From an optimization exercise on the open Yosys and OpenROAD flow, aimed at small area; shortcuts taken in it are not production practice.
In this exercise RTL edits were held to simulation tests only and were not proved equivalent to the original.
No activity file was given, so power comes from the tool's default toggle rates.

==> flow/design.v <==
module FIR_Filter_Optimized(
  input clk,
  input CLK_Filter,
  input rst_n,
  input wire [7:0] RED_ADC_Value,
  input wire [7:0] IR_ADC_Next,
  output wire [19:0] Out_RED_Filtered,
  output wire [19:0] Out_IR_Filtered);
reg [8*46-1:0] sr;    
reg [4:0] h;          
reg [18:0] ir_hold;
reg [18:0] out_red, out_ir;
assign Out_RED_Filtered = {1'b0, out_red};
assign Out_IR_Filtered = {1'b0, out_ir};
wire [7:0] mn0 = ~(sr[31:24] & {8{h >= 5'd2}});
wire [7:0] mn1 = ~(sr[47:40] & {8{h >= 5'd3}});
wire [7:0] mn2 = ~(sr[63:56] & {8{h >= 5'd4}});
wire [7:0] mn3 = ~(sr[79:72] & {8{h >= 5'd5}});
wire [7:0] mn4 = ~(sr[95:88] & {8{h >= 5'd6}});
wire [7:0] mn5 = ~(sr[111:104] & {8{h >= 5'd7}});
wire [7:0] mn6 = ~(sr[127:120] & {8{h >= 5'd8}});
wire [7:0] mn7 = ~(sr[143:136] & {8{h >= 5'd9}});
wire [7:0] mn8 = ~(sr[159:152] & {8{h >= 5'd10}});
wire [7:0] mn9 = ~(sr[175:168] & {8{h >= 5'd11}});
wire [7:0] mn10 = ~(sr[191:184] & {8{h >= 5'd12}});
wire [7:0] mn11 = ~(sr[207:200] & {8{h >= 5'd13}});
wire [7:0] mn12 = ~(sr[223:216] & {8{h >= 5'd14}});
wire [7:0] mn13 = ~(sr[239:232] & {8{h >= 5'd15}});
wire [7:0] mn14 = ~(sr[255:248] & {8{h >= 5'd16}});
wire [7:0] mn15 = ~(sr[271:264] & {8{h >= 5'd17}});
wire [7:0] mn16 = ~(sr[287:280] & {8{h >= 5'd18}});
wire [7:0] mn17 = ~(sr[303:296] & {8{h >= 5'd19}});
wire [7:0] mn18 = ~(sr[319:312] & {8{h >= 5'd20}});
wire [7:0] mn19 = ~(sr[335:328] & {8{h >= 5'd21}});
wire [7:0] mn20 = ~(sr[351:344] & {8{h >= 5'd22}});
wire [7:0] mn21 = ~(sr[367:360] & {8{h >= 5'd23}});
wire hs1, hc2, fs3, fc4, fs5, fc6, fs7, fc8, fs9, fc10, fs11, fc12, fs13, fc14, fs15, fc16, hs17, hc18, fs19, fc20, fs21, fc22, fs23, fc24, fs25, fc26, fs27, fc28, fs29, fc30, fs31, fc32, hs33, hc34, fs35, fc36, fs37, fc38, fs39, fc40, fs41, fc42, fs43, fc44, fs45, fc46, fs47, fc48, hs49, hc50, fs51, fc52, fs53, fc54, fs55, fc56, fs57, fc58, fs59, fc60, fs61, fc62, fs63, fc64, hs65, hc66, fs67, fc68, fs69, fc70, fs71, fc72, fs73, fc74, fs75, fc76, fs77, fc78, fs79, fc80, hs81, hc82, fs83, fc84, fs85, fc86, fs87, fc88, fs89, fc90, fs91, fc92, fs93, fc94, fs95, fc96, hs97, hc98, fs99, fc100, fs101, fc102, fs103, fc104, fs105, fc106, fs107, fc108, fs109, fc110, fs111, fc112, hs113, hc114, fs115, fc116, fs117, fc118, fs119, fc120, fs121, fc122, fs123, fc124, fs125, fc126, fs127, fc128, nv129, nv130, nv131, nv132, nv133, nv134, nv135, nv136, nv137, nv138, nv139, nv140, nv141, nv142, nv143, nv144, nv145, nv146, nv147, nv148, nv149, nv150, nv151, nv152, nv153, nv154, nv155, nv156, nv157, nv158, nv159, nv160, nv161, nv162, nv163, nv164, nv165, nv166, nv167, nv168, nv169, nv170, nv171, nv172, nv173, nv174, nv175, nv176, nv177, nv178, nv179, nv180, nv181, nv182, fs183, fc184, hs185, hc186, fs187, fc188, fs189, fc190, fs191, fc192, fs193, fc194, fs195, fc196, fs197, fc198, fs199, fc200, fs201, fc202, fs203, fc204, fs205, fc206, fs207, fc208, fs209, fc210, fs211, fc212, fs213, fc214, fs215, fc216, fs217, fc218, fs219, fc220, fs221, fc222, fs223, fc224, fs225, fc226, fs227, fc228, fs229, fc230, fs231, fc232, fs233, fc234, fs235, fc236, fs237, fc238, fs239, fc240, fs241, fc242, fs243, fc244, fs245, fc246, fs247, fc248, fs249, fc250, fs251, fc252, fs253, fc254, fs255, fc256, fs257, fc258, fs259, fc260, fs261, fc262, fs263, fc264, fs265, fc266, fs267, fc268, fs269, fc270, fs271, fc272, fs273, fc274, fs275, fc276, fs277, fc278, fs279, fc280, fs281, fc282, fs283, fc284, fs285, fc286, fs287, fc288, fs289, fc290, fs291, fc292, fs293, fc294, fs295, fc296, hs297, hc298, fs299, fc300, fs301, fc302, fs303, fc304, fs305, fc306, fs307, fc308, fs309, fc310, fs311, fc312, fs313, fc314, fs315, fc316, fs317, fc318, fs319, fc320, fs321, fc322, fs323, fc324, fs325, fc326, fs327, fc328, fs329, fc330, fs331, fc332, fs333, fc334, fs335, fc336, fs337, fc338, fs339, fc340, fs341, fc342, fs343, fc344, fs345, fc346, fs347, fc348, fs349, fc350, fs351, fc352, fs353, fc354, fs355, fc356, fs357, fc358, fs359, fc360, fs361, fc362, fs363, fc364, fs365, fc366, fs367, fc368, fs369, fc370, fs371, fc372, fs373, fc374, fs375, fc376, fs377, fc378, fs379, fc380, fs381, fc382, fs383, fc384, fs385, fc386, fs387, fc388, fs389, fc390, fs391, fc392, fs393, fc394, fs395, fc396, fs397, fc398, fs399, fc400, fs401, fc402, fs403, fc404, fs405, fc406, fs407, fc408, fs409, fc410, fs411, fc412, fs413, fc414, fs415, fc416, fs417, fc418, fs419, fc420, fs421, fc422, fs423, fc424, fs425, fc426, fs427, fc428, fs429, fc430, fs431, fc432, fs433, fc434, fs435, fc436, fs437, fc438, fs439, fc440, fs441, fc442, fs443, fc444, fs445, fc446, fs447, fc448, fs449, fc450, fs451, fc452, fs453, fc454, fs455, fc456, fs457, fc458, fs459, fc460, fs461, fc462, fs463, fc464, fs465, fc466, fs467, fc468, fs469, fc470, fs471, fc472, fs473, fc474, fs475, fc476, fs477, fc478, fs479, fc480, fs481, fc482, fs483, fc484, fs485, fc486, hs487, hc488, fs489, fc490, fs491, fc492, fs493, fc494, fs495, fc496, fs497, fc498, fs499, fc500, fs501, fc502, fs503, fc504, fs505, fc506, fs507, fc508, fs509, fc510, fs511, fc512, fs513, fc514, fs515, fc516, fs517, fc518, fs519, fc520, fs521, fc522, fs523, fc524, fs525, fc526, fs527, fc528, fs529, fc530, hs531, hc532, fs533, fc534, fs535, fc536, fs537, fc538, fs539, fc540, fs541, fc542, fs543, fc544, fs545, fc546, fs547, fc548, fs549, fc550, fs551, fc552, fs553, fc554, fs555, fc556, fs557, fc558, fs559, fc560, fs561, fc562, fs563, fc564, fs565, fc566, fs567, fc568, fs569, fc570, fs571, fc572, fs573, fc574, fs575, fc576, fs577, fc578, fs579, fc580, fs581, fc582, fs583, fc584, fs585, fc586, fs587, fc588, fs589, fc590, fs591, fc592, fs593, fc594, fs595, fc596, fs597, fc598, fs599, fc600, hs601, hc602, fs603, fc604, fs605, fc606, fs607, fc608, fs609, fc610, fs611, fc612, fs613, fc614, fs615, fc616, fs617, fc618, fs619, fc620, fs621, fc622, fs623, fc624, fs625, fc626, hs627, hc628, fs629, fc630, fs631, fc632, fs633, fc634, fs635, fc636, fs637, fc638, fs639, fc640, fs641, fc642, fs643, fc644, fs645, fc646, hs647, hc648, fs649, fc650, fs651, fc652, fs653, fc654, fs655, fc656, fs657, fc658, fs659, fc660, fs661, fc662, fs663, fc664, hs665, hc666, fs667, fc668, hs669, hc670, hs671, hc672;
HA uhs1(.a(mn1[0]), .b(mn20[0]), .s(hs1), .co(hc2));
FA ufs3(.a(mn1[1]), .b(mn20[1]), .c(hc2), .s(fs3), .co(fc4));
FA ufs5(.a(mn1[2]), .b(mn20[2]), .c(fc4), .s(fs5), .co(fc6));
FA ufs7(.a(mn1[3]), .b(mn20[3]), .c(fc6), .s(fs7), .co(fc8));
FA ufs9(.a(mn1[4]), .b(mn20[4]), .c(fc8), .s(fs9), .co(fc10));
FA ufs11(.a(mn1[5]), .b(mn20[5]), .c(fc10), .s(fs11), .co(fc12));
FA ufs13(.a(mn1[6]), .b(mn20[6]), .c(fc12), .s(fs13), .co(fc14));
FA ufs15(.a(mn1[7]), .b(mn20[7]), .c(fc14), .s(fs15), .co(fc16));
HA uhs17(.a(mn3[0]), .b(mn18[0]), .s(hs17), .co(hc18));
FA ufs19(.a(mn3[1]), .b(mn18[1]), .c(hc18), .s(fs19), .co(fc20));
FA ufs21(.a(mn3[2]), .b(mn18[2]), .c(fc20), .s(fs21), .co(fc22));
FA ufs23(.a(mn3[3]), .b(mn18[3]), .c(fc22), .s(fs23), .co(fc24));
FA ufs25(.a(mn3[4]), .b(mn18[4]), .c(fc24), .s(fs25), .co(fc26));
FA ufs27(.a(mn3[5]), .b(mn18[5]), .c(fc26), .s(fs27), .co(fc28));
FA ufs29(.a(mn3[6]), .b(mn18[6]), .c(fc28), .s(fs29), .co(fc30));
FA ufs31(.a(mn3[7]), .b(mn18[7]), .c(fc30), .s(fs31), .co(fc32));
HA uhs33(.a(mn4[0]), .b(mn17[0]), .s(hs33), .co(hc34));
FA ufs35(.a(mn4[1]), .b(mn17[1]), .c(hc34), .s(fs35), .co(fc36));
FA ufs37(.a(mn4[2]), .b(mn17[2]), .c(fc36), .s(fs37), .co(fc38));
FA ufs39(.a(mn4[3]), .b(mn17[3]), .c(fc38), .s(fs39), .co(fc40));
FA ufs41(.a(mn4[4]), .b(mn17[4]), .c(fc40), .s(fs41), .co(fc42));
FA ufs43(.a(mn4[5]), .b(mn17[5]), .c(fc42), .s(fs43), .co(fc44));
FA ufs45(.a(mn4[6]), .b(mn17[6]), .c(fc44), .s(fs45), .co(fc46));
FA ufs47(.a(mn4[7]), .b(mn17[7]), .c(fc46), .s(fs47), .co(fc48));
HA uhs49(.a(mn5[0]), .b(mn16[0]), .s(hs49), .co(hc50));
FA ufs51(.a(mn5[1]), .b(mn16[1]), .c(hc50), .s(fs51), .co(fc52));
FA ufs53(.a(mn5[2]), .b(mn16[2]), .c(fc52), .s(fs53), .co(fc54));
FA ufs55(.a(mn5[3]), .b(mn16[3]), .c(fc54), .s(fs55), .co(fc56));
FA ufs57(.a(mn5[4]), .b(mn16[4]), .c(fc56), .s(fs57), .co(fc58));
FA ufs59(.a(mn5[5]), .b(mn16[5]), .c(fc58), .s(fs59), .co(fc60));
FA ufs61(.a(mn5[6]), .b(mn16[6]), .c(fc60), .s(fs61), .co(fc62));
FA ufs63(.a(mn5[7]), .b(mn16[7]), .c(fc62), .s(fs63), .co(fc64));
HA uhs65(.a(mn6[0]), .b(mn15[0]), .s(hs65), .co(hc66));
FA ufs67(.a(mn6[1]), .b(mn15[1]), .c(hc66), .s(fs67), .co(fc68));
FA ufs69(.a(mn6[2]), .b(mn15[2]), .c(fc68), .s(fs69), .co(fc70));
FA ufs71(.a(mn6[3]), .b(mn15[3]), .c(fc70), .s(fs71), .co(fc72));
FA ufs73(.a(mn6[4]), .b(mn15[4]), .c(fc72), .s(fs73), .co(fc74));
FA ufs75(.a(mn6[5]), .b(mn15[5]), .c(fc74), .s(fs75), .co(fc76));
FA ufs77(.a(mn6[6]), .b(mn15[6]), .c(fc76), .s(fs77), .co(fc78));
FA ufs79(.a(mn6[7]), .b(mn15[7]), .c(fc78), .s(fs79), .co(fc80));
HA uhs81(.a(mn7[0]), .b(mn14[0]), .s(hs81), .co(hc82));
FA ufs83(.a(mn7[1]), .b(mn14[1]), .c(hc82), .s(fs83), .co(fc84));
FA ufs85(.a(mn7[2]), .b(mn14[2]), .c(fc84), .s(fs85), .co(fc86));
FA ufs87(.a(mn7[3]), .b(mn14[3]), .c(fc86), .s(fs87), .co(fc88));
FA ufs89(.a(mn7[4]), .b(mn14[4]), .c(fc88), .s(fs89), .co(fc90));
FA ufs91(.a(mn7[5]), .b(mn14[5]), .c(fc90), .s(fs91), .co(fc92));
FA ufs93(.a(mn7[6]), .b(mn14[6]), .c(fc92), .s(fs93), .co(fc94));
FA ufs95(.a(mn7[7]), .b(mn14[7]), .c(fc94), .s(fs95), .co(fc96));
HA uhs97(.a(mn8[0]), .b(mn13[0]), .s(hs97), .co(hc98));
FA ufs99(.a(mn8[1]), .b(mn13[1]), .c(hc98), .s(fs99), .co(fc100));
FA ufs101(.a(mn8[2]), .b(mn13[2]), .c(fc100), .s(fs101), .co(fc102));
FA ufs103(.a(mn8[3]), .b(mn13[3]), .c(fc102), .s(fs103), .co(fc104));
FA ufs105(.a(mn8[4]), .b(mn13[4]), .c(fc104), .s(fs105), .co(fc106));
FA ufs107(.a(mn8[5]), .b(mn13[5]), .c(fc106), .s(fs107), .co(fc108));
FA ufs109(.a(mn8[6]), .b(mn13[6]), .c(fc108), .s(fs109), .co(fc110));
FA ufs111(.a(mn8[7]), .b(mn13[7]), .c(fc110), .s(fs111), .co(fc112));
HA uhs113(.a(mn9[0]), .b(mn12[0]), .s(hs113), .co(hc114));
FA ufs115(.a(mn9[1]), .b(mn12[1]), .c(hc114), .s(fs115), .co(fc116));
FA ufs117(.a(mn9[2]), .b(mn12[2]), .c(fc116), .s(fs117), .co(fc118));
FA ufs119(.a(mn9[3]), .b(mn12[3]), .c(fc118), .s(fs119), .co(fc120));
FA ufs121(.a(mn9[4]), .b(mn12[4]), .c(fc120), .s(fs121), .co(fc122));
FA ufs123(.a(mn9[5]), .b(mn12[5]), .c(fc122), .s(fs123), .co(fc124));
FA ufs125(.a(mn9[6]), .b(mn12[6]), .c(fc124), .s(fs125), .co(fc126));
FA ufs127(.a(mn9[7]), .b(mn12[7]), .c(fc126), .s(fs127), .co(fc128));
assign nv129 = ~hs17;
assign nv130 = ~fs19;
assign nv131 = ~fs21;
assign nv132 = ~fs23;
assign nv133 = ~fs25;
assign nv134 = ~fs27;
assign nv135 = ~fs29;
assign nv136 = ~fs31;
assign nv137 = ~fc32;
assign nv138 = ~hs49;
assign nv139 = ~fs51;
assign nv140 = ~fs53;
assign nv141 = ~fs55;
assign nv142 = ~fs57;
assign nv143 = ~fs59;
assign nv144 = ~fs61;
assign nv145 = ~fs63;
assign nv146 = ~fc64;
assign nv147 = ~hs65;
assign nv148 = ~fs67;
assign nv149 = ~fs69;
assign nv150 = ~fs71;
assign nv151 = ~fs73;
assign nv152 = ~fs75;
assign nv153 = ~fs77;
assign nv154 = ~fs79;
assign nv155 = ~fc80;
assign nv156 = ~hs81;
assign nv157 = ~fs83;
assign nv158 = ~fs85;
assign nv159 = ~fs87;
assign nv160 = ~fs89;
assign nv161 = ~fs91;
assign nv162 = ~fs93;
assign nv163 = ~fs95;
assign nv164 = ~fc96;
assign nv165 = ~hs97;
assign nv166 = ~fs99;
assign nv167 = ~fs101;
assign nv168 = ~fs103;
assign nv169 = ~fs105;
assign nv170 = ~fs107;
assign nv171 = ~fs109;
assign nv172 = ~fs111;
assign nv173 = ~fc112;
assign nv174 = ~hs113;
assign nv175 = ~fs115;
assign nv176 = ~fs117;
assign nv177 = ~fs119;
assign nv178 = ~fs121;
assign nv179 = ~fs123;
assign nv180 = ~fs125;
assign nv181 = ~fs127;
assign nv182 = ~fc128;
FA ufs183(.a(1'b1), .b(hs33), .c(nv156), .s(fs183), .co(fc184));
HA uhs185(.a(nv165), .b(fs183), .s(hs185), .co(hc186));
FA ufs187(.a(mn0[0]), .b(mn21[0]), .c(hs1), .s(fs187), .co(fc188));
FA ufs189(.a(hs33), .b(hs113), .c(nv147), .s(fs189), .co(fc190));
FA ufs191(.a(fs35), .b(fc184), .c(fs187), .s(fs191), .co(fc192));
FA ufs193(.a(nv157), .b(nv166), .c(fs189), .s(fs193), .co(fc194));
FA ufs195(.a(hc186), .b(fs191), .c(fs193), .s(fs195), .co(fc196));
FA ufs197(.a(1'b1), .b(mn0[1]), .c(mn21[1]), .s(fs197), .co(fc198));
FA ufs199(.a(nv129), .b(nv138), .c(fs197), .s(fs199), .co(fc200));
FA ufs201(.a(fs3), .b(fs35), .c(fs115), .s(fs201), .co(fc202));
FA ufs203(.a(fc188), .b(fc190), .c(nv148), .s(fs203), .co(fc204));
FA ufs205(.a(fs199), .b(fs37), .c(fc192), .s(fs205), .co(fc206));
FA ufs207(.a(nv158), .b(nv167), .c(fs201), .s(fs207), .co(fc208));
FA ufs209(.a(fc194), .b(fs203), .c(fs205), .s(fs209), .co(fc210));
FA ufs211(.a(fs207), .b(fc196), .c(fs209), .s(fs211), .co(fc212));
FA ufs213(.a(1'b1), .b(mn0[2]), .c(mn21[2]), .s(fs213), .co(fc214));
FA ufs215(.a(hs1), .b(hs33), .c(nv174), .s(fs215), .co(fc216));
FA ufs217(.a(fc198), .b(fs213), .c(nv130), .s(fs217), .co(fc218));
FA ufs219(.a(nv139), .b(fs215), .c(fc200), .s(fs219), .co(fc220));
FA ufs221(.a(fs5), .b(fs37), .c(fs117), .s(fs221), .co(fc222));
FA ufs223(.a(fc202), .b(nv149), .c(fc204), .s(fs223), .co(fc224));
FA ufs225(.a(fs217), .b(fs219), .c(fs39), .s(fs225), .co(fc226));
FA ufs227(.a(fc206), .b(fs221), .c(nv159), .s(fs227), .co(fc228));
FA ufs229(.a(nv168), .b(fc208), .c(fs223), .s(fs229), .co(fc230));
FA ufs231(.a(fs225), .b(fc210), .c(fs227), .s(fs231), .co(fc232));
FA ufs233(.a(fs229), .b(fc212), .c(fs231), .s(fs233), .co(fc234));
FA ufs235(.a(mn0[3]), .b(mn21[3]), .c(mn2[0]), .s(fs235), .co(fc236));
FA ufs237(.a(mn19[0]), .b(hs65), .c(nv165), .s(fs237), .co(fc238));
FA ufs239(.a(fc214), .b(fs235), .c(fs3), .s(fs239), .co(fc240));
FA ufs241(.a(fs35), .b(fc216), .c(nv175), .s(fs241), .co(fc242));
FA ufs243(.a(fs237), .b(nv131), .c(nv140), .s(fs243), .co(fc244));
FA ufs245(.a(fs239), .b(fc218), .c(fs241), .s(fs245), .co(fc246));
FA ufs247(.a(fc220), .b(fc222), .c(fs7), .s(fs247), .co(fc248));
FA ufs249(.a(fs39), .b(fs119), .c(nv150), .s(fs249), .co(fc250));
FA ufs251(.a(fc224), .b(fs243), .c(fs245), .s(fs251), .co(fc252));
FA ufs253(.a(fs41), .b(fc226), .c(nv160), .s(fs253), .co(fc254));
FA ufs255(.a(nv169), .b(fc228), .c(fs247), .s(fs255), .co(fc256));
FA ufs257(.a(fc230), .b(fs249), .c(fs251), .s(fs257), .co(fc258));
FA ufs259(.a(fc232), .b(fs253), .c(fs255), .s(fs259), .co(fc260));
FA ufs261(.a(fs257), .b(fc234), .c(fs259), .s(fs261), .co(fc262));
FA ufs263(.a(1'b1), .b(mn0[4]), .c(mn21[4]), .s(fs263), .co(fc264));
FA ufs265(.a(mn2[1]), .b(mn19[1]), .c(hs17), .s(fs265), .co(fc266));
FA ufs267(.a(hs33), .b(nv156), .c(fc236), .s(fs267), .co(fc268));
FA ufs269(.a(fs263), .b(fs67), .c(fc238), .s(fs269), .co(fc270));
FA ufs271(.a(fs265), .b(nv166), .c(fs267), .s(fs271), .co(fc272));
FA ufs273(.a(fs5), .b(fs37), .c(fc240), .s(fs273), .co(fc274));
FA ufs275(.a(nv176), .b(fc242), .c(fs269), .s(fs275), .co(fc276));
FA ufs277(.a(fs271), .b(fs273), .c(nv132), .s(fs277), .co(fc278));
FA ufs279(.a(nv141), .b(fc244), .c(fc246), .s(fs279), .co(fc280));
FA ufs281(.a(fs275), .b(fs9), .c(fs41), .s(fs281), .co(fc282));
FA ufs283(.a(fs121), .b(fc248), .c(nv151), .s(fs283), .co(fc284));
FA ufs285(.a(fc250), .b(fs277), .c(fc252), .s(fs285), .co(fc286));
FA ufs287(.a(fs279), .b(fs43), .c(nv161), .s(fs287), .co(fc288));
FA ufs289(.a(nv170), .b(fc254), .c(fc256), .s(fs289), .co(fc290));
FA ufs291(.a(fs281), .b(fs283), .c(fc258), .s(fs291), .co(fc292));
FA ufs293(.a(fs285), .b(fc260), .c(fs287), .s(fs293), .co(fc294));
FA ufs295(.a(fs289), .b(fs291), .c(fc262), .s(fs295), .co(fc296));
HA uhs297(.a(fs293), .b(fs295), .s(hs297), .co(hc298));
FA ufs299(.a(mn0[5]), .b(mn21[5]), .c(mn2[2]), .s(fs299), .co(fc300));
FA ufs301(.a(mn19[2]), .b(hs49), .c(hs65), .s(fs301), .co(fc302));
FA ufs303(.a(fc264), .b(fs299), .c(fs19), .s(fs303), .co(fc304));
FA ufs305(.a(fs35), .b(fc266), .c(fs301), .s(fs305), .co(fc306));
FA ufs307(.a(nv157), .b(fc268), .c(fs69), .s(fs307), .co(fc308));
FA ufs309(.a(fc270), .b(nv167), .c(fs303), .s(fs309), .co(fc310));
FA ufs311(.a(fs305), .b(fc272), .c(fc274), .s(fs311), .co(fc312));
FA ufs313(.a(fs7), .b(fs39), .c(fs307), .s(fs313), .co(fc314));
FA ufs315(.a(nv177), .b(fc276), .c(fs309), .s(fs315), .co(fc316));
FA ufs317(.a(nv133), .b(nv142), .c(fc278), .s(fs317), .co(fc318));
FA ufs319(.a(fs311), .b(fc280), .c(fs313), .s(fs319), .co(fc320));
FA ufs321(.a(fs315), .b(fs11), .c(fs43), .s(fs321), .co(fc322));
FA ufs323(.a(fs123), .b(fc282), .c(nv152), .s(fs323), .co(fc324));
FA ufs325(.a(fc284), .b(fs317), .c(fc286), .s(fs325), .co(fc326));
FA ufs327(.a(fs319), .b(fs45), .c(nv162), .s(fs327), .co(fc328));
FA ufs329(.a(nv171), .b(fc288), .c(fc290), .s(fs329), .co(fc330));
FA ufs331(.a(fs321), .b(fs323), .c(fc292), .s(fs331), .co(fc332));
FA ufs333(.a(fs325), .b(fc294), .c(fs327), .s(fs333), .co(fc334));
FA ufs335(.a(fs329), .b(fs331), .c(fs333), .s(fs335), .co(fc336));
FA ufs337(.a(fc296), .b(hc298), .c(fs335), .s(fs337), .co(fc338));
FA ufs339(.a(1'b1), .b(mn0[6]), .c(mn21[6]), .s(fs339), .co(fc340));
FA ufs341(.a(mn2[3]), .b(mn19[3]), .c(mn10[0]), .s(fs341), .co(fc342));
FA ufs343(.a(mn11[0]), .b(hs81), .c(hs97), .s(fs343), .co(fc344));
FA ufs345(.a(hs113), .b(fc300), .c(fs339), .s(fs345), .co(fc346));
FA ufs347(.a(fs341), .b(fs51), .c(fs67), .s(fs347), .co(fc348));
FA ufs349(.a(fc302), .b(fs343), .c(fs345), .s(fs349), .co(fc350));
FA ufs351(.a(fs21), .b(fs37), .c(fc304), .s(fs351), .co(fc352));
FA ufs353(.a(fc306), .b(nv158), .c(fs347), .s(fs353), .co(fc354));
FA ufs355(.a(fs349), .b(fc308), .c(fs71), .s(fs355), .co(fc356));
FA ufs357(.a(fs351), .b(nv168), .c(fc310), .s(fs357), .co(fc358));
FA ufs359(.a(fs353), .b(fc312), .c(fs9), .s(fs359), .co(fc360));
FA ufs361(.a(fs41), .b(nv178), .c(fc314), .s(fs361), .co(fc362));
FA ufs363(.a(fs355), .b(fc316), .c(fs357), .s(fs363), .co(fc364));
FA ufs365(.a(nv134), .b(nv143), .c(fc318), .s(fs365), .co(fc366));
FA ufs367(.a(fs359), .b(fc320), .c(fs361), .s(fs367), .co(fc368));
FA ufs369(.a(fs363), .b(fs13), .c(fs45), .s(fs369), .co(fc370));
FA ufs371(.a(fs125), .b(fc322), .c(nv153), .s(fs371), .co(fc372));
FA ufs373(.a(fc324), .b(fs365), .c(fc326), .s(fs373), .co(fc374));
FA ufs375(.a(fs367), .b(fs47), .c(nv163), .s(fs375), .co(fc376));
FA ufs377(.a(nv172), .b(fc328), .c(fc330), .s(fs377), .co(fc378));
FA ufs379(.a(fs369), .b(fs371), .c(fc332), .s(fs379), .co(fc380));
FA ufs381(.a(fs373), .b(fc334), .c(fs375), .s(fs381), .co(fc382));
FA ufs383(.a(fs377), .b(fs379), .c(fc336), .s(fs383), .co(fc384));
FA ufs385(.a(fs381), .b(fc338), .c(fs383), .s(fs385), .co(fc386));
FA ufs387(.a(1'b1), .b(mn0[7]), .c(mn21[7]), .s(fs387), .co(fc388));
FA ufs389(.a(mn2[4]), .b(mn19[4]), .c(mn10[1]), .s(fs389), .co(fc390));
FA ufs391(.a(mn11[1]), .b(fc340), .c(fc342), .s(fs391), .co(fc392));
FA ufs393(.a(fs387), .b(fs389), .c(fs83), .s(fs393), .co(fc394));
FA ufs395(.a(fs99), .b(fs115), .c(fc344), .s(fs395), .co(fc396));
FA ufs397(.a(fc346), .b(fs391), .c(fs53), .s(fs397), .co(fc398));
FA ufs399(.a(fs69), .b(fc348), .c(fs393), .s(fs399), .co(fc400));
FA ufs401(.a(fs395), .b(fc350), .c(fc352), .s(fs401), .co(fc402));
FA ufs403(.a(fs23), .b(fs39), .c(fs397), .s(fs403), .co(fc404));
FA ufs405(.a(nv159), .b(fc354), .c(fs399), .s(fs405), .co(fc406));
FA ufs407(.a(fs73), .b(fc356), .c(nv169), .s(fs407), .co(fc408));
FA ufs409(.a(fc358), .b(fs401), .c(fs403), .s(fs409), .co(fc410));
FA ufs411(.a(fs405), .b(fs11), .c(fs43), .s(fs411), .co(fc412));
FA ufs413(.a(fc360), .b(nv179), .c(fc362), .s(fs413), .co(fc414));
FA ufs415(.a(fc364), .b(fs407), .c(fs409), .s(fs415), .co(fc416));
FA ufs417(.a(nv135), .b(nv144), .c(fc366), .s(fs417), .co(fc418));
FA ufs419(.a(fs411), .b(fc368), .c(fs413), .s(fs419), .co(fc420));
FA ufs421(.a(fs415), .b(fc48), .c(nv164), .s(fs421), .co(fc422));
FA ufs423(.a(nv173), .b(fs15), .c(fs47), .s(fs423), .co(fc424));
FA ufs425(.a(fs127), .b(fc370), .c(nv154), .s(fs425), .co(fc426));
FA ufs427(.a(fc372), .b(fs417), .c(fc374), .s(fs427), .co(fc428));
FA ufs429(.a(fs419), .b(fc376), .c(fc378), .s(fs429), .co(fc430));
FA ufs431(.a(fs421), .b(fs423), .c(fs425), .s(fs431), .co(fc432));
FA ufs433(.a(fs427), .b(fc380), .c(fs429), .s(fs433), .co(fc434));
FA ufs435(.a(fc382), .b(fs431), .c(fs433), .s(fs435), .co(fc436));
FA ufs437(.a(fc384), .b(fs435), .c(fc386), .s(fs437), .co(fc438));
FA ufs439(.a(1'b1), .b(mn2[5]), .c(mn19[5]), .s(fs439), .co(fc440));
FA ufs441(.a(mn10[2]), .b(mn11[2]), .c(fc388), .s(fs441), .co(fc442));
FA ufs443(.a(fc390), .b(fs439), .c(fc392), .s(fs443), .co(fc444));
FA ufs445(.a(fs441), .b(fs85), .c(fs101), .s(fs445), .co(fc446));
FA ufs447(.a(fs117), .b(fc394), .c(fc396), .s(fs447), .co(fc448));
FA ufs449(.a(fs443), .b(fc398), .c(fs55), .s(fs449), .co(fc450));
FA ufs451(.a(fs71), .b(fs445), .c(fs447), .s(fs451), .co(fc452));
FA ufs453(.a(fc400), .b(fc402), .c(fs25), .s(fs453), .co(fc454));
FA ufs455(.a(fs41), .b(nv160), .c(fc404), .s(fs455), .co(fc456));
FA ufs457(.a(fs449), .b(fc406), .c(fs451), .s(fs457), .co(fc458));
FA ufs459(.a(fs75), .b(nv170), .c(fc408), .s(fs459), .co(fc460));
FA ufs461(.a(fs453), .b(fc410), .c(fs455), .s(fs461), .co(fc462));
FA ufs463(.a(fs457), .b(fs13), .c(fs45), .s(fs463), .co(fc464));
FA ufs465(.a(fc412), .b(nv180), .c(fc414), .s(fs465), .co(fc466));
FA ufs467(.a(fs459), .b(fc416), .c(fs461), .s(fs467), .co(fc468));
FA ufs469(.a(fc16), .b(fc48), .c(fc128), .s(fs469), .co(fc470));
FA ufs471(.a(nv155), .b(nv136), .c(nv145), .s(fs471), .co(fc472));
FA ufs473(.a(fc418), .b(fs463), .c(fc420), .s(fs473), .co(fc474));
FA ufs475(.a(fs465), .b(fs467), .c(fc422), .s(fs475), .co(fc476));
FA ufs477(.a(fc424), .b(fs469), .c(fc426), .s(fs477), .co(fc478));
FA ufs479(.a(fs471), .b(fc428), .c(fs473), .s(fs479), .co(fc480));
FA ufs481(.a(fc430), .b(fs475), .c(fs477), .s(fs481), .co(fc482));
FA ufs483(.a(fc432), .b(fs479), .c(fc434), .s(fs483), .co(fc484));
FA ufs485(.a(fs481), .b(fc436), .c(fs483), .s(fs485), .co(fc486));
HA uhs487(.a(fc438), .b(fs485), .s(hs487), .co(hc488));
FA ufs489(.a(mn2[6]), .b(mn19[6]), .c(mn10[3]), .s(fs489), .co(fc490));
FA ufs491(.a(mn11[3]), .b(fc440), .c(fs489), .s(fs491), .co(fc492));
FA ufs493(.a(fc442), .b(fs491), .c(fc444), .s(fs493), .co(fc494));
FA ufs495(.a(fc446), .b(fc448), .c(fs87), .s(fs495), .co(fc496));
FA ufs497(.a(fs103), .b(fs119), .c(fs493), .s(fs497), .co(fc498));
FA ufs499(.a(fs57), .b(fs73), .c(fc450), .s(fs499), .co(fc500));
FA ufs501(.a(fc452), .b(fs495), .c(fs497), .s(fs501), .co(fc502));
FA ufs503(.a(fs27), .b(fs43), .c(fc454), .s(fs503), .co(fc504));
FA ufs505(.a(nv161), .b(fc456), .c(fs499), .s(fs505), .co(fc506));
FA ufs507(.a(fc458), .b(fs501), .c(fs77), .s(fs507), .co(fc508));
FA ufs509(.a(nv171), .b(fc460), .c(fs503), .s(fs509), .co(fc510));
FA ufs511(.a(fc462), .b(fs505), .c(nv137), .s(fs511), .co(fc512));
FA ufs513(.a(nv146), .b(fs15), .c(fs47), .s(fs513), .co(fc514));
FA ufs515(.a(fc464), .b(nv181), .c(fc466), .s(fs515), .co(fc516));
FA ufs517(.a(fs507), .b(fs509), .c(fc468), .s(fs517), .co(fc518));
FA ufs519(.a(fc470), .b(fc472), .c(fs511), .s(fs519), .co(fc520));
FA ufs521(.a(fs513), .b(fc474), .c(fs515), .s(fs521), .co(fc522));
FA ufs523(.a(fs517), .b(fc476), .c(fc478), .s(fs523), .co(fc524));
FA ufs525(.a(fs519), .b(fc480), .c(fs521), .s(fs525), .co(fc526));
FA ufs527(.a(fc482), .b(fs523), .c(fs525), .s(fs527), .co(fc528));
FA ufs529(.a(fc484), .b(fs527), .c(fc486), .s(fs529), .co(fc530));
HA uhs531(.a(hc488), .b(fs529), .s(hs531), .co(hc532));
FA ufs533(.a(mn2[7]), .b(mn19[7]), .c(mn10[4]), .s(fs533), .co(fc534));
FA ufs535(.a(mn11[4]), .b(fc490), .c(fs533), .s(fs535), .co(fc536));
FA ufs537(.a(fc492), .b(fs535), .c(fc494), .s(fs537), .co(fc538));
FA ufs539(.a(fs89), .b(fs105), .c(fs121), .s(fs539), .co(fc540));
FA ufs541(.a(fc496), .b(fc498), .c(fs537), .s(fs541), .co(fc542));
FA ufs543(.a(fs59), .b(fs75), .c(fc500), .s(fs543), .co(fc544));
FA ufs545(.a(fs539), .b(fc502), .c(fs541), .s(fs545), .co(fc546));
FA ufs547(.a(fs29), .b(fs45), .c(fc504), .s(fs547), .co(fc548));
FA ufs549(.a(nv162), .b(fc506), .c(fs543), .s(fs549), .co(fc550));
FA ufs551(.a(fs545), .b(fc16), .c(fc48), .s(fs551), .co(fc552));
FA ufs553(.a(nv182), .b(fs79), .c(fc508), .s(fs553), .co(fc554));
FA ufs555(.a(nv172), .b(fc510), .c(fs547), .s(fs555), .co(fc556));
FA ufs557(.a(fs549), .b(fc512), .c(fc514), .s(fs557), .co(fc558));
FA ufs559(.a(fs551), .b(fc516), .c(fs553), .s(fs559), .co(fc560));
FA ufs561(.a(fs555), .b(fc518), .c(fc520), .s(fs561), .co(fc562));
FA ufs563(.a(fs557), .b(fc522), .c(fs559), .s(fs563), .co(fc564));
FA ufs565(.a(fc524), .b(fs561), .c(fc526), .s(fs565), .co(fc566));
FA ufs567(.a(fs563), .b(fc528), .c(fs565), .s(fs567), .co(fc568));
FA ufs569(.a(fs567), .b(fc530), .c(hc532), .s(fs569), .co(fc570));
FA ufs571(.a(1'b1), .b(mn10[5]), .c(mn11[5]), .s(fs571), .co(fc572));
FA ufs573(.a(fc534), .b(fs571), .c(fc536), .s(fs573), .co(fc574));
FA ufs575(.a(fs573), .b(fc538), .c(fs91), .s(fs575), .co(fc576));
FA ufs577(.a(fs107), .b(fs123), .c(fc540), .s(fs577), .co(fc578));
FA ufs579(.a(fc542), .b(fs61), .c(fs77), .s(fs579), .co(fc580));
FA ufs581(.a(fc544), .b(fs575), .c(fs577), .s(fs581), .co(fc582));
FA ufs583(.a(fc546), .b(fc80), .c(nv173), .s(fs583), .co(fc584));
FA ufs585(.a(fs31), .b(fs47), .c(fc548), .s(fs585), .co(fc586));
FA ufs587(.a(nv163), .b(fc550), .c(fs579), .s(fs587), .co(fc588));
FA ufs589(.a(fs581), .b(fc552), .c(fc554), .s(fs589), .co(fc590));
FA ufs591(.a(fs583), .b(fc556), .c(fs585), .s(fs591), .co(fc592));
FA ufs593(.a(fs587), .b(fc558), .c(fs589), .s(fs593), .co(fc594));
FA ufs595(.a(fc560), .b(fs591), .c(fc562), .s(fs595), .co(fc596));
FA ufs597(.a(fs593), .b(fc564), .c(fs595), .s(fs597), .co(fc598));
FA ufs599(.a(fc566), .b(fs597), .c(fc568), .s(fs599), .co(fc600));
HA uhs601(.a(fc570), .b(fs599), .s(hs601), .co(hc602));
FA ufs603(.a(mn10[6]), .b(mn11[6]), .c(fc572), .s(fs603), .co(fc604));
FA ufs605(.a(fs603), .b(fc574), .c(fs93), .s(fs605), .co(fc606));
FA ufs607(.a(fs109), .b(fs125), .c(fc576), .s(fs607), .co(fc608));
FA ufs609(.a(fc578), .b(fc32), .c(fc48), .s(fs609), .co(fc610));
FA ufs611(.a(nv164), .b(fs63), .c(fs79), .s(fs611), .co(fc612));
FA ufs613(.a(fc580), .b(fc582), .c(fs605), .s(fs613), .co(fc614));
FA ufs615(.a(fs607), .b(fc584), .c(fc586), .s(fs615), .co(fc616));
FA ufs617(.a(fs609), .b(fc588), .c(fs611), .s(fs617), .co(fc618));
FA ufs619(.a(fs613), .b(fc590), .c(fs615), .s(fs619), .co(fc620));
FA ufs621(.a(fc592), .b(fs617), .c(fc594), .s(fs621), .co(fc622));
FA ufs623(.a(fs619), .b(fc596), .c(fs621), .s(fs623), .co(fc624));
FA ufs625(.a(fc598), .b(fs623), .c(fc600), .s(fs625), .co(fc626));
HA uhs627(.a(hc602), .b(fs625), .s(hs627), .co(hc628));
FA ufs629(.a(mn10[7]), .b(mn11[7]), .c(fc604), .s(fs629), .co(fc630));
FA ufs631(.a(fs629), .b(fc64), .c(fc80), .s(fs631), .co(fc632));
FA ufs633(.a(fs95), .b(fs111), .c(fs127), .s(fs633), .co(fc634));
FA ufs635(.a(fc606), .b(fc608), .c(fc610), .s(fs635), .co(fc636));
FA ufs637(.a(fc612), .b(fs631), .c(fc614), .s(fs637), .co(fc638));
FA ufs639(.a(fs633), .b(fc616), .c(fs635), .s(fs639), .co(fc640));
FA ufs641(.a(fc618), .b(fs637), .c(fc620), .s(fs641), .co(fc642));
FA ufs643(.a(fs639), .b(fc622), .c(fs641), .s(fs643), .co(fc644));
FA ufs645(.a(fc624), .b(fs643), .c(fc626), .s(fs645), .co(fc646));
HA uhs647(.a(hc628), .b(fs645), .s(hs647), .co(hc648));
FA ufs649(.a(fc630), .b(fc96), .c(fc112), .s(fs649), .co(fc650));
FA ufs651(.a(fc128), .b(fc632), .c(fc634), .s(fs651), .co(fc652));
FA ufs653(.a(fs649), .b(fc636), .c(fs651), .s(fs653), .co(fc654));
FA ufs655(.a(fc638), .b(fc640), .c(fs653), .s(fs655), .co(fc656));
FA ufs657(.a(fc642), .b(fs655), .c(fc644), .s(fs657), .co(fc658));
FA ufs659(.a(fs657), .b(fc646), .c(hc648), .s(fs659), .co(fc660));
FA ufs661(.a(fc650), .b(fc652), .c(fc654), .s(fs661), .co(fc662));
FA ufs663(.a(fc656), .b(fs661), .c(fc658), .s(fs663), .co(fc664));
HA uhs665(.a(fc660), .b(fs663), .s(hs665), .co(hc666));
FA ufs667(.a(1'b1), .b(fc662), .c(fc664), .s(fs667), .co(fc668));
HA uhs669(.a(hc666), .b(fs667), .s(hs669), .co(hc670));
HA uhs671(.a(fc668), .b(hc670), .s(hs671), .co(hc672));
wire [18:0] sum_n = {hs671, hs669, hs665, fs659, hs647, hs627, hs601, fs569, hs531, hs487, fs437, fs385, fs337, hs297, fs261, fs233, fs211, fs195, hs185};
always @(posedge clk) begin
  sr <= {sr[8*45-1:0], CLK_Filter ? RED_ADC_Value : IR_ADC_Next};
  ir_hold <= ~sum_n;
  if (rst_n) begin
    h <= 5'd0;
    out_red <= 19'd0;
    out_ir <= 19'd0;
  end else if (CLK_Filter) begin
    if (h != 5'd23) h <= h + 5'd1;
    out_red <= ~sum_n;
    out_ir <= ir_hold;
  end
end
endmodule
module FA(input a, input b, input c, output s, output co);
assign s = a ^ b ^ c;
assign co = (a & b) | (c & (a ^ b));
endmodule
module HA(input a, input b, output s, output co);
assign s = a ^ b;
assign co = a & b;
endmodule
module Controller_StateMachine(ADC, clk, Find_Setting, rst_n, LED_Drive, DC_Comp, LED_IR, LED_RED, PGA_Gain,
                               RED_ADC_Value, IR_ADC_Next, CLK_Filter);
	input  wire [7:0] ADC;
	input  wire clk;
	input  wire rst_n;           
	input  wire Find_Setting;
	output wire [3:0] LED_Drive;
	output reg  [6:0] DC_Comp;
	output wire LED_IR;
	output wire LED_RED;
	output reg  [3:0] PGA_Gain;
	output reg  [7:0] RED_ADC_Value;  
	output wire [7:0] IR_ADC_Next;    
	output reg  CLK_Filter;
	localparam [3:0] S_IDLE  = 4'd0,   
	                 S_RST4  = 4'd1,   
	                 S_ROP   = 4'd2,
	                 S_RGAIN = 4'd3,
	                 S_IOP   = 4'd4,
	                 S_IGAIN = 4'd5,
	                 S_AR    = 4'd6,
	                 S_AI    = 4'd7,
	                 S_ALT   = 4'd8;
	reg [3:0]  st;
	reg [1:0]  prev;         
	reg [15:0] gw;           
	reg [3:0]  aw;           
	reg [4:0]  cnt;          
	reg [7:0]  vmin, vmax;
	reg [6:0]  oth_op;
	reg [3:0]  oth_g;
	reg        led_ir;
	reg [7:0]  IR_ADC_Value;
	assign LED_Drive = 4'd10;
	assign LED_IR  = led_ir;
	assign LED_RED = ~led_ir;
	wire in_reset = (st == S_IDLE) | (st == S_RST4);
	wire is_op    = (st == S_ROP) | (st == S_IOP);
	wire is_gain  = (st == S_RGAIN) | (st == S_IGAIN);
	wire win_done = (cnt >= 5'd20);
	wire [7:0] diff = vmax - vmin;
	wire [7:0] mid  = {2'b00, diff[7:2]} + vmin;
	wire accept = (mid >= 8'd117) & (mid <= 8'd137);
	wire in_rng = (ADC < 8'd240) & (ADC > 8'd5);
	wire clip   = (ADC > 8'd240) | (ADC < 8'd5);
	wire gw_ok  = (gw >= 16'd545);
	wire aw_ok  = (aw >= 4'd10);
	assign IR_ADC_Next = rst_n ? 8'd0 :
	                     Find_Setting ? IR_ADC_Value :
	                     in_reset ? 8'd0 :
	                     ((st == S_ALT) & (prev == 2'd2)) ? ADC : IR_ADC_Value;
	always @(posedge clk) begin
		IR_ADC_Value <= IR_ADC_Next;
		if (rst_n) CLK_Filter <= 1'b0;
		else CLK_Filter <= ~CLK_Filter;
	end
	always @(posedge clk) begin
		if (rst_n) begin
			st <= S_IDLE;
			prev <= 2'd0;
			led_ir <= 1'b0;
			DC_Comp <= 7'd0;
			PGA_Gain <= 4'd0;
			gw <= 16'd545;
			cnt <= 5'd0;
			vmin <= 8'd255;
			vmax <= 8'd0;
			aw <= 4'd10;
			RED_ADC_Value <= 8'd0;
		end else if (Find_Setting) begin
			st <= S_ROP;
		end else begin
			case (st)
			S_IDLE, S_RST4: begin
				led_ir <= 1'b0;
				DC_Comp <= 7'd0;
				PGA_Gain <= 4'd0;
				gw <= 16'd545;
				cnt <= 5'd0;
				vmin <= 8'd255;
				vmax <= 8'd0;
				aw <= 4'd10;
				RED_ADC_Value <= 8'd0;
				st <= (st == S_RST4) ? S_IOP : S_IDLE;
			end
			S_ROP, S_IOP: begin
				if (st == S_IOP) led_ir <= 1'b1;
				if (!win_done) begin
					if (ADC < vmin) vmin <= ADC;
					if (ADC > vmax) vmax <= ADC;
					cnt <= cnt + 5'd1;
				end else begin
					vmin <= 8'd255;
					vmax <= 8'd0;
					cnt <= 5'd1;
					if (accept) begin
						if (st == S_ROP) begin oth_op <= DC_Comp; st <= S_RGAIN; end
						else st <= S_IGAIN;
					end else
						DC_Comp <= DC_Comp + 7'd10;
				end
			end
			S_RGAIN, S_IGAIN: begin
				if (in_rng & gw_ok) PGA_Gain <= PGA_Gain + 4'd1;
				if ((in_rng & gw_ok) | clip) gw <= 16'd1;
				else gw <= gw + 16'd1;
				if (clip) begin
					if (st == S_RGAIN) begin oth_g <= PGA_Gain; st <= S_RST4; end
					else st <= S_ALT;
				end
			end
			S_ALT: begin
				if (aw_ok) begin
					aw <= 4'd1;
					st <= (prev == 2'd1) ? S_AI : S_AR;
				end else
					aw <= aw + 4'd1;
				if (prev == 2'd1) RED_ADC_Value <= ADC;
			end
			S_AR, S_AI: begin
				if (led_ir != (st == S_AI)) begin
					DC_Comp <= oth_op;
					oth_op <= DC_Comp;
					PGA_Gain <= oth_g;
					oth_g <= PGA_Gain;
				end
				led_ir <= (st == S_AI);
				st <= S_ALT;
				prev <= (st == S_AI) ? 2'd2 : 2'd1;
			end
			default: ;
			endcase
		end
	end
endmodule
module Top_Module_Controller_and_FIR(ADC,clk,Find_Setting, rst_n, LED_Drive,DC_Comp,LED_IR,LED_RED,PGA_Gain,Out_IR_Filtered,Out_RED_Filtered);
	output wire [3:0] LED_Drive;
	output wire [6:0] DC_Comp;
	output wire LED_IR;
	output wire LED_RED;
	output wire [3:0] PGA_Gain;
	input wire [7:0] ADC;
	input wire clk;
	input wire rst_n;
	input wire Find_Setting;
	output wire [19:0] Out_IR_Filtered;
	output wire [19:0] Out_RED_Filtered;
	wire [7:0] RED_ADC_Value;
	wire [7:0] IR_ADC_Next;
	wire CLK_Filter;
	Controller_StateMachine Controller(
	.ADC(ADC), .clk(clk), .Find_Setting(Find_Setting), .rst_n(rst_n),
	.LED_Drive(LED_Drive), .DC_Comp(DC_Comp), .LED_IR(LED_IR), .LED_RED(LED_RED), .PGA_Gain(PGA_Gain),
	.RED_ADC_Value(RED_ADC_Value), .IR_ADC_Next(IR_ADC_Next), .CLK_Filter(CLK_Filter));
	FIR_Filter_Optimized Filters(
	.clk(clk), .CLK_Filter(CLK_Filter), .rst_n(rst_n),
	.RED_ADC_Value(RED_ADC_Value), .IR_ADC_Next(IR_ADC_Next),
	.Out_RED_Filtered(Out_RED_Filtered), .Out_IR_Filtered(Out_IR_Filtered));
endmodule
==> flow/flow/run.sh <==
#!/bin/bash
# Layout flow: the standard ORFS flow (standard.sh: the standard synthesis,
# floorplan, power grid, tap cells, placement, CTS, routing), with two settings
# passed to it through the environment:
#  - every port still gets its own buffer, but the smallest one (buf_1);
#  - the clock tree uses clkbuf_8 sink clusters and no dummy loads.
# The whole make output goes to flow_make.log in this folder; ORFS also writes
# each step's log under orfs/logs/.
set -euo pipefail
export BUFFER_PORTS_ARGS="-buffer_cell sky130_fd_sc_hd__buf_1"
export CTS_ARGS="-sink_clustering_enable -repair_clock_nets -dont_use_dummy_load -buf_list sky130_fd_sc_hd__clkbuf_8 -sink_clustering_size 18 -sink_clustering_max_diameter 60"
bash standard.sh finish > flow_make.log 2>&1
==> flow/standard.sh <==
#!/bin/bash
# synth_recipe.tcl (not shown) runs the flow's synth.tcl, then flattens the netlist and writes it again
# the make line also repeats each setting of config.mk as NAME=value (left out here)
make -C /OpenROAD-flow-scripts/flow DESIGN_CONFIG=/design/flow/config.mk WORK_HOME=/design/flow/orfs CLKGATE_MAP_FILE= SYNTH_SCRIPT=/design/flow/synth_recipe.tcl "${@:-finish}"
==> flow/config.mk <==
export PLATFORM = sky130hd
export DESIGN_NAME = Top_Module_Controller_and_FIR
export DESIGN_NICKNAME = Top_Module_Controller_and_FIR
export VERILOG_FILES = /design/flow/design.v
export SDC_FILE = /design/flow/constraint.sdc
export NUM_CORES = 4
export LEC_CHECK = 0
export CAP_MARGIN = 20
export CORE_MARGIN = 2
export CORE_UTILIZATION = 60
export SLEW_MARGIN = 20
export SYNTH_HIERARCHICAL = 1
==> flow/constraint.sdc <==
create_clock -name core_clock -period 10.0 [get_ports {clk}]
set_input_delay 2.0000 -clock core_clock [delete_from_list [all_inputs] [get_ports {clk}]]
set_output_delay 2.0000 -clock core_clock [all_outputs]
set_load 0.01 [all_outputs]
==> metrics.yaml, run 1 <==
synth.distinct_cells: 80
core_um2: 35700
p_leak_nw: 8.55
finalWirelength_um: 46600
dpl_worst_slack_ps: 137
fin_area_um2: 23300
antenna_cells: 0
synth_top_area_cell: "dfxtp_1"
ys_ff_latch: 517
yosys-top-cells-count: "dfxtp_1 (506), fa_1 (292), nand2_1 (223)"
synthArstFlopShare_pct: 0
slew_viol_final: 0
vias: 12500
min_path_type: "flip-flop to flip-flop"
hpwl_um: 37400
dpl_cell_area_um2: 22700
fmax_mhz: 103
cts_buffers: 39
post-route-period-util_pct: 97.1
slew_headroom_pct: 29.3
finalPower_w: 0.00345
final_hold_viol_count: 0
holdPathStages: 0
critPathRequiredTime_ps: 10520
cp_slowest_cell: "fa_2"
worst_pin_slew_ps: 1030
start_kind: "flip-flop"
cts_tree: "yes"
nets: 2207
critPathMaxFanout: 12
gp_congestion: 0.901
post_drt_wl_per_cell_um: 20.2
final.setup.tns_ps: 0
powerDensity_nw_per_um2: 148
synth.area.top_cells: "dfxtp_1 (46%), fa_1 (27%), nand2_1 (3.8%)"
grt_pass1_wl_um: 73100
grt_pass1_vias: 13100
drv_cap: 0
layout_min_cycle_time_ps: 9710
clkTransAtPathRegs_ps: 100
yosysSeqAreaShare_pct: 48.0
crit_arrival_ps: 10230
die_h_um: 195
ys_warn_count: 8
reg2reg_slack_ps: 290
dr.pass1.iters: 5
hp-start: "Filters.sr[3]"
synth_area_per_cell_um2: 12.5
status: "timing/DRC/antenna clean"
root_buffer: "clkbuf_8"
track_usage_pct: 25.7
worstReg2RegStart: "Filters.h[1]"
critical_path.most_common_cell: "fa_1"
worst_skew_pair.late_latency_ps: 640
grt_max_degree: 74
synth_edf_count: 11
drc_errors: 0
fin_worst_skew_ps: 82.2
worst_hold_path.endpoint: "Filters.sr[11]"
synth_most_common_cell: "dfxtp_1"
synthFlopType: "dfxtp_1"
layout_setup_ws_ps: 295
vdd.ir_drop.worst_mv: 0.123
synthCells: 1745
syn_area_um2: 21800
port_buffers: 61
die-width_um: 195
cts_htree_levels: 2
drtAntennaViolNets: 0
fp-row-count: 69
start_util_pct: 61.2
grt.overflow.total: 0
rr_worst_depth: 30
setup_viol: 0
ios: 68
utilization_pct: 65.4
antenna_found_initial: 2
drive_gt1_share_pct: 7.38
areaGrowthSynthToFinish_pct: 6.99
initialDrtViolationCount: 636
clock_sinks: 517
via_per_inst: 5.41
crit_path_end_kind: "flip-flop"
slowest_delay_ps: 590
r2r_end: "Filters.out_red[18]"
synth.top_cell.area_share_pct: 46.5
dieArea_um2: 37900
path_class: "flip-flop to flip-flop"
clock_path_buffers: 3
==> metal layers <==
metal	part of all wire [%]	GRT usage [%]	vias up
li1	-	-	5845
met1	44	34.2	6288
met2	50	44.2	270
met3	3.8	3.47	69
met4	2.4	7.38	0
met5	0	0	-
==> how the worst max path moves through the flow <==
stage	endpoint	from	slack, ps
after floorplan	Filters.out_red[18]	Filters.h[1]	490
after global placement	Filters.out_red[18]	Filters.h[1]	300
after detailed placement	Filters.out_red[18]	Filters.h[1]	140
after CTS	Filters.out_red[18]	Filters.h[1]	80
after global routing	Filters.out_red[18]	Filters.h[1]	-30
final	Filters.out_red[18]	Filters.h[1]	290
==> cells in the final DEF, fill, tap and decap left out, types with 10 or more instances in the layout <==
cell type	count
nand3_1	24
ha_1	57
dfxtp_1	502
xor2_1	16
a21oi_1	44
xnor2_1	14
mux2i_1	28
nand4_1	10
fa_1	278
o21ai_0	23
a211oi_1	40
nand2_1	222
buf_4	35
edfxtp_1	11
conb_1	15
nand2b_1	12
buf_1	60
fa_2	14
inv_1	113
nor2_1	103
clkbuf_8	39
nor3_1	13
==> cell families (layout without fill, tap and decap cells) <==
family	after synthesis	count (layout)	synth area share, %
flip-flops	517	517	48.0
multiplexers	36	36	1.70
buffers and inverters	165	252	3.20
AND/OR/NAND/NOR	433	433	8.76
AO/OA/AOI/OAI	209	209	6.91
XOR/XNOR	30	30	1.20
adder cells (fa/ha/maj)	351	351	30.2
other	4	15	0.0688
==> through the flow <==
step | hold slack (ps) | cells
2_1_floorplan | 310 | 1756
3_3_place_gp | 310 | 2262
3_5_place_dp | 312 | 2262
4_1_cts | 306 | 2301
5_1_grt | 307 | 2304
6_report | 296 | 2304
==> repair_timing <==
action	CTS	global route
endpoints found under the setup margin	0	3
hold buffers	0	0
setup buffers	0	3
hold endpoints to repair	0	0
gates resized for setup	0	28
==> modules after synthesis (local to each module, per instance), a selection <==
| module | flops+latches | area [µm²] | copies in the design | cells inside |
|---|---|---|---|---|
| FA | 0 | 20.0 | 291 | 1 |
| HA | 0 | 12.5 | 18 | 1 |
| Controller_StateMachine | 87 | 5140 | 1 | 587 |
| FIR_Filter_Optimized | 430 | 10600 | 1 | 849 |
==> layout make-up <==
cell class / count / area, µm²
clock buffers: 39 / 537
well taps: 461 / 577
inverters: 114 / 432
flip-flops and latches: 517 / 10500
multi-input cells: 1074 / 10800
fillers: 2805 / 12300
repair buffers: 99 / 538
==> registers in the layout, indices dropped and copies added, names as in the netlist, 8 cells and up <==
signal                    count
Controller.gw                16
Filters.ir_hold              19
Filters.out_red              19
Filters.out_ir               19
Controller.IR_ADC_Value       8
Controller.vmax               8
Filters.sr                  368
Controller.RED_ADC_Value      8
Controller.vmin               8
==> report_power, final <==
group          total, W  internal, W  switching, W
logic          0.000332     0.000136      0.000196
registers       0.00216      0.00212     0.0000367
clock network  0.000966     0.000351      0.000615
==> critical path: cells and delay by family, from the launching register on <==
kind            cells  cell delay, ps
compound gates      2             450
simple gates        1              90
flops               1             380
fa+ha+maj          23            8130
buf+inv             4             550
==> run 2: changes to the inputs <==
==> flow/run.sh (new file) <==
#!/bin/bash
# synth_recipe.tcl (not shown) runs the flow's synth.tcl, then flattens the netlist and writes it again
# the make line also repeats each setting of config.mk as NAME=value (left out here)
make -C /OpenROAD-flow-scripts/flow DESIGN_CONFIG=/design/flow/config.mk WORK_HOME=/design/flow/orfs CLKGATE_MAP_FILE= SYNTH_SCRIPT=/design/flow/synth_recipe.tcl finish
--- a/flow/config.mk
+++ b/flow/config.mk
@@ -9,4 +9,7 @@
 export CORE_MARGIN = 2
 export CORE_UTILIZATION = 60
+export CTS_BUF_LIST = sky130_fd_sc_hd__clkbuf_8
+export CTS_CLUSTER_DIAMETER = 60
+export CTS_CLUSTER_SIZE = 16
 export SLEW_MARGIN = 20
 export SYNTH_HIERARCHICAL = 1
removed: flow/flow/run.sh
removed: flow/standard.sh
==> run 2 against run 1 <==
Net effect:
- non-clock buffer count down 2
- hold slack gained 27 ps
- via count rose by 0.75%
- first-iteration DRC count increased by 1.1%
- count of clock-buffer cells in the layout is 4 higher
- synthesized area is the same
- core utilization rose by 1.6 points
- still clean on timing, DRC and antenna
==> metrics.yaml, run 2 <==
regMostFlops: "Filters.sr"
gp_congestion: 0.924  # +2.7%
synthArstFlopShare_pct: 0  # unchanged
crit_path_end_kind: "flip-flop"
antenna_found_initial: 0  # -2
worst_hold_path.endpoint: "Filters.sr[27]"
initialDrtViolationCount: 643  # +1.1%
finalWirelength_um: 46500  # -0.24%
reg2reg_slack_ps: 290  # about the same
layout_commonest_cell: "dfxtp_1"
ys_ff_latch: 517  # unchanged
grt.overflow.total: 0  # unchanged
path_class: "flip-flop to flip-flop"
critPathRequiredTime_ps: 10540  # +20 ps
holdPathStages: 0  # unchanged
cts_htree_levels: 2  # unchanged
start_util_pct: 61.2  # unchanged
critical_path.most_common_cell: "fa_1"
crit_arrival_ps: 10250  # +20 ps
slew_headroom_pct: 36.1  # +6.8 points
root_buffer: "clkbuf_8"
vias: 12600  # +0.75%
dr.pass1.iters: 5  # unchanged
fin_worst_skew_ps: 32.1  # -50.1 ps
r2r_end: "Filters.out_red[18]"
drc_errors: 0  # unchanged
drv_cap: 0  # unchanged
dieArea_um2: 37900  # unchanged
clock_path_buffers: 3  # unchanged
synth_most_common_cell: "dfxtp_1"
via_per_inst: 5.41  # about the same
powerDensity_nw_per_um2: 153  # +3.5%
die-width_um: 195  # unchanged
clock_sinks: 517  # unchanged
synth_top_area_cell: "dfxtp_1"
syn_area_um2: 21800  # unchanged
timing.hold.ws_ps: 324  # +27.3 ps
cts_tree: "yes"
core_um2: 35700  # unchanged
status: "timing/DRC/antenna clean"
layout_min_cycle_time_ps: 9710  # +2.42 ps
clkTransAtPathRegs_ps: 100  # about the same
yosys-top-cells-count: "dfxtp_1 (506), fa_1 (292), nand2_1 (223)"
worst_pin_slew_ps: 959  # -75.5 ps
cp_slowest_cell: "fa_1"
synthCells: 1745  # unchanged
grt_pass1_wl_um: 73200  # about the same
cts_buffers: 41  # +5.1%
nets: 2207  # unchanged
drtAntennaViolNets: 0  # unchanged
setup_viol: 0  # unchanged
track_usage_pct: 25.6  # -0.053 points
grt_pass1_vias: 13400  # +1.8%
final_hold_viol_count: 0  # unchanged
grt_max_degree: 74  # unchanged
start_kind: "flip-flop"
synth.distinct_cells: 80  # unchanged
worst_skew_pair.late_latency_ps: 630  # about the same
largest_reg_flops: 368  # unchanged
yosysSeqAreaShare_pct: 48.0  # unchanged
hpwl_um: 37300  # -0.23%
p_leak_nw: 8.81  # +3.1%
die_h_um: 195  # unchanged
ys_warn_count: 8  # unchanged
synthFlopType: "dfxtp_1"
vdd.ir_drop.worst_mv: 0.122  # -1.0%
fp-row-count: 69  # unchanged
synth_area_per_cell_um2: 12.5  # unchanged
post_drt_wl_per_cell_um: 20.0  # -0.97%
slowest_delay_ps: 590  # about the same
synth.area.top_cells: "dfxtp_1 (46%), fa_1 (27%), nand2_1 (3.8%)"
slew_viol_final: 0  # unchanged
hp-start: "Filters.sr[19]"
synth.top_cell.area_share_pct: 46.5  # unchanged
fillers: 2707  # -3.5%
critPathMaxFanout: 11  # -1
dp.cells: 2259  # -0.13%
antenna_cells: 0  # unchanged
final_cell_mix: "dfxtp_1 (501), fa_1 (289), nand2_1 (223)"
areaGrowthSynthToFinish_pct: 9.60
rr_worst_depth: 30  # unchanged
final.setup.tns_ps: 0  # unchanged
drive_gt1_share_pct: 7.58  # +0.20 points
min_path_type: "flip-flop to flip-flop"
layoutNonFillerInstCount: 2321  # +0.74%
port_buffers: 61  # unchanged
worstReg2RegStart: "Filters.h[1]"
fmax_mhz: 103  # about the same
ios: 68  # unchanged
synth_edf_count: 11  # unchanged
post-route-period-util_pct: 97.1  # about the same
cts_hold_buf: 0  # unchanged
==> run 2: report_power, final <==
group          total [W]  switching (W)  internal (W)
logic           0.000364       0.000197      0.000166
clock network    0.00114       0.000659      0.000483
registers        0.00216      0.0000372       0.00212
total            0.00366       0.000893       0.00277
==> run 2: stage by stage <==
stage	power (W)	cell area, µm²	worst slack, ps	util, %
final	0.00366	23900	292	67.0
after global routing	0.00383	23900	-54.6	67.0
after CTS	0.00371	23800	61.6	66.7
after detailed placement	0.00257	23000	112	64.5
after global placement	0.00256	23000	235	64.5
after floorplan	0.00243	21800	490	-
==> run 2: per-layer routing <==
| metal | part of all wire, % | vias up | GRT usage (%) |
|---|---|---|---|
| met2 | 50 | 300 | 44.0 |
| met3 | 5.0 | 82 | 4.49 |
| li1 | - | 5869 | - |
| met5 | 0 | - | 0 |
| met1 | 42 | 6314 | 32.9 |
| met4 | 3.1 | 0 | 8.97 |
==> run 2: cell families after synthesis <==
kind of cell    count (synthesis)  share of synthesized area, %
buf+inv                       165                          3.20
other cells                     4                        0.0688
flops                         517                          48.0
xor+xnor                       30                          1.20
fa+ha+maj                     351                          30.2
simple gates                  433                          8.76
mux                            36                          1.70
compound gates                209                          6.91
==> run 2: area by class of cell <==
type	instances	area, µm²	area share, %
repair buffers	97	882	3.69
clock inverters	15	181	0.759
clock buffers	43	592	2.48
multi-input cells	1074	10800	45.0
well taps	461	577	2.41
inverters	114	432	1.81
flip-flops and latches	517	10500	43.8
==> run 2: Yosys stat by module (local to each module, per instance), a selection <==
module                   times used  flops+latches  cell area, µm²  cells inside
Controller_StateMachine           1             87            5140           587
FA                              291              0            20.0             1
FIR_Filter_Optimized              1            430           10600           849
HA                               18              0            12.5             1
==> run 2: how the worst max path moves through the flow <==
stage | startpoint | endpoint | cells past startpoint
floorplan | Filters.h[1] | Filters.out_red[18] | 31
global placement | Filters.h[0] | Filters.out_red[18] | 31
detailed placement | Filters.h[0] | Filters.out_red[18] | 31
CTS | Filters.h[0] | Filters.out_red[18] | 31
global route | Filters.h[1] | Filters.out_red[18] | 30
finish | Filters.h[1] | Filters.out_red[18] | 30
==> run 2: timing repair <==
item	in CTS	in global routing
endpoints found under the setup margin	0	3
setup buffers	0	4
gates resized for setup	0	20
==> run 2: critical path: cells and delay by family, from the launching register on <==
family	cells	cell delay (ps)
adders and majority gates	23	8100
buffers and inverters	4	630
AOI/OAI and AO/OA	2	430
DFF	1	380
and+or+nand+nor	1	80

==> what the ideal ports hide <==
In the flow no input, the clock included, has a driving cell. The finished layouts below were timed again as built, in two steps.
Step 1 sets driving cells, clkbuf_16 on the clock port and buf_2 on the other inputs (assumed; they add their load-dependent delay and slew).
Step 2 times the ports against the registers' clock, not the clock port: input delays grow and output delays shrink by t, the midpoint of the rising clock arrivals with the driver on.
Slacks: ideal ports / drivers / drivers and shift; pairs: ideal ports / drivers.
| run | t, ns | slack for setup (ns) | hold WS [ns] | worst setup path at the end | pins driven straight from the clock port |
|---|---|---|---|---|---|
| run 1 | 0.653 | 0.295 / 0.295 / 0.295 | 0.296 / 0.296 / 0.296 | register to register | 1 |
| run 2 | 0.666 | 0.292 / 0.292 / 0.292 | 0.324 / 0.324 / 0.324 | register to register | 1 |
After both steps every run listed still meets setup and hold.
